Context: an optimization exercise on an open-source flow, tuned for small area, a short achievable clock period and few clock cycles per item. The choices shown serve that exercise and are no tape-out recipe. Function was checked by simulation only, so behaviour that the tests miss may differ from the original.

v6:
==> flow/design.v (excerpt) <==
module updateNeuron
(
	input						clk				,
	input						rst_n			,
	input						i_run			,
	input						i_init			,
	input						i_s_lern		,
	input						i_s_infr		,
	input signed 	[24:0]  	exc_current		,
	input signed 	[24:0]  	inh_current		,
	output 						o_s_init		,
	output						o_spike			,
	output						o_valid			,
	output			[4:0]		o_neuron_idx	,
	output			[49:0]		d_c				,
	output			[4:0]		addr_c			,
	output						ce_c			,
	output						we_c			,
	input			[49:0]		q_c				,
	output			[54:0]		d_m				,
	output			[4:0]		addr_m			,
	output						ce_m			,
	output						we_m			,
	input			[54:0]		q_m
);
clock: 7.2 ns
lec_check: 0
abc_area: 1
cap_margin: 20
core_margin: 2
core_utilization: 40
slew_margin: 20
run.sh (not shown) runs the stock make flow with config.mk's settings and CLKGATE_MAP_FILE= SYNTH_SCRIPT=/design/flow/synth_recipe.tcl, a recipe that flattens the netlist after the stock synthesis.
Testbench counts of v6, summed over its fixed seeds: cycles 5,184, items 2,592.
Modified inputs, v7 compared to v6
diff --git a/flow/design.v b/flow/design.v
--- a/flow/design.v
+++ b/flow/design.v
@@ -169,38 +169,37 @@
 	assign {l3[2*gv+1], l3[2*gv]} = csa(l2[3*gv], l2[3*gv+1], l2[3*gv+2]);
 end endgenerate
 generate for (gv = 0; gv < 2; gv = gv + 1) begin : g_l4
 	assign {l4[2*gv+1], l4[2*gv]} = csa(l3[3*gv], l3[3*gv+1], l3[3*gv+2]);
 end endgenerate
 assign {l5[1], l5[0]} = csa(l4[0], l4[1], l4[2]);
 assign l5[2] = l4[3];
 wire [25:0] l6 [0:1];
 assign {l6[1], l6[0]} = csa(l5[0], l5[1], l5[2]);
-reg [25:0] s1_u0, s1_u1;
-reg [3:0]  s1_k;
+wire [3:0]  k_sum = {1'b0, lo1[12:10]} + {1'b0, k2};
+wire [31:0] m_x = {6'd0, l6[0]};
+wire [31:0] m_y = {6'd0, l6[1]};
+wire [31:0] m_z = {pf_vm, 3'd0, k_sum};
+wire [31:0] m_s = m_x ^ m_y ^ m_z;
+wire [31:0] m_c = {((m_x[30:0] & m_y[30:0]) | (m_x[30:0] & m_z[30:0]) | (m_y[30:0] & m_z[30:0])), 1'b0};
+reg [31:0] s1_ms, s1_mc;
 reg [24:0] s1_ge, s1_gi;
 always @(posedge clk) begin
-	s1_u0 <= l6[0];
-	s1_u1 <= l6[1];
-	s1_k  <= {1'b0, lo1[12:10]} + {1'b0, k2};
+	s1_ms <= m_s;
+	s1_mc <= m_c;
 	s1_ge <= ge_n;
 	s1_gi <= gi_n;
 end
-wire [31:0] m_x = {6'd0, s1_u0};
-wire [31:0] m_y = {6'd0, s1_u1};
-wire [31:0] m_z = {pf_vm, 3'd0, s1_k};
-wire [31:0] m_s = m_x ^ m_y ^ m_z;
-wire [31:0] m_c = {((m_x & m_y) | (m_x & m_z) | (m_y & m_z)), 1'b0};
-wire [31:0] ms = m_s + m_c;
-wire [27:0] qq_z = {24'd0, s1_k};
-wire [27:0] qq_s = m_x[27:0] ^ m_y[27:0] ^ qq_z;
-wire [27:0] qq_c = {((m_x[26:0] & m_y[26:0]) | (m_x[26:0] & qq_z[26:0]) | (m_y[26:0] & qq_z[26:0])), 1'b0};
-wire [27:0] qs = qq_s + qq_c;
+wire [31:0] ms = s1_ms + s1_mc;
+wire [31:0] qq_z = ~{pf_vm, 7'd0};
+wire [31:0] qq_s = s1_ms ^ s1_mc ^ qq_z;
+wire [31:0] qq_c = {((s1_ms[30:0] & s1_mc[30:0]) | (s1_ms[30:0] & qq_z[30:0]) | (s1_mc[30:0] & qq_z[30:0])), 1'b0};
+wire [31:0] qs = qq_s + qq_c + 32'd1;
 wire [6:0]  corr = {4'd0, qs[27:25]} + {6'd0, qs[24]};
 wire [24:0] vm_n = {ms[31:25] - corr, ms[24:7]};
 function sgt;
 	input [24:0] a, b;
 	reg [31:0] g, e;
 	integer i, l;
 	begin
 		g = {7'd0, a & ~b};
 		e = {7'd0, a | ~b};
@@ -222,20 +221,20 @@
 		infr_r <= i_s_infr;
 	end
 wire [24:0] vt_n = lern_r ? pf_vtl : pf_vt;
 wire [24:0] vt_f = vt_n + (infr_r ? 25'd0 : THRESH_ADD);
 wire [6:0]  yt = ms[31:25];
 wire [6:0]  vtop = vt_n[24:18];
 wire        low_gt = ms[24:7] > vt_n[17:0];
 wire [7:0]  fire_c;
 generate for (gv = 0; gv < 8; gv = gv + 1) begin : g_fire
-	wire [7:0] yb = {1'b0, yt ^ 7'h40};
-	wire [7:0] lhs = yb + ((yb < gv) ? 8'd128 : 8'd0);
+	wire [6:0] yb = yt ^ 7'h40;
+	wire [7:0] lhs = {yb < gv, yb};
 	wire [7:0] rhs = {1'b0, vtop ^ 7'h40} + gv;
 	wire [6:0] veq = vtop + gv;
 	assign fire_c[gv] = (lhs > rhs) | ((yt == veq) & low_gt);
 end endgenerate
 wire [15:0] fire_t;
 generate for (gv = 0; gv < 16; gv = gv + 1) begin : g_fire_t
 	assign fire_t[gv] = fire_c[((gv + 1) / 2) % 8];
 end endgenerate
 wire        fire = fire_t[qs[27:24]];
[summary]
v7 against v6; first-iteration detailed-routing DRC count is down by a few percent.
| sequential share of layout area | higher: v6 |
Utilization: v7 and v6 compared, higher one is v7
Summary of the comparison: flip-flop and latch count after synthesis is higher in v7, relative to v6.
Final instance count without filler cells, v7 and v6: lower on v7
Final critical-path share of the clock period ends up higher on v7.
Max required time of the critical path across v7 and v6: v7
Final checks on v7, whose flow otherwise completed, came back failing, citing capacitance limit, slew limit, setup timing.
Testbench counts of v7, summed over its fixed seeds: cycles 5,184, items 2,592.

## static timing again, ports no longer ideal
How much do the figures lean on ideal ports? The routed layouts below were timed once more, with nothing changed but the port constraints.
Step 1, drivers: a clkbuf_16 drives clk and a buf_2 each remaining input, both assumed.
Step 2 adds t to the input delays and takes it off the output delays; t is the mean of the earliest and latest rising clock arrival at the registers after step 1. Input paths then give back, and output paths get back, about the clock's delay inside the block.
Slacks: ideal / step 1 / step 2; pairs: ideal / step 1.
run | shift t [ns] | setup WS [ns] | worst hold slack (ns)
v6 | 0.669 | 0.043 / -0.035 / -0.543 | 0.545 / 0.545 / 0.545
v7 | 0.684 | -0.112 / -0.089 / -0.773 | 0.324 / 0.324 / 0.324
With both steps, setup timing fails in v6, where it was met with ideal ports. For v7, which loses most, drivers alone change the setup slack by +0.023 ns; drivers and shift together by -0.661 ns.
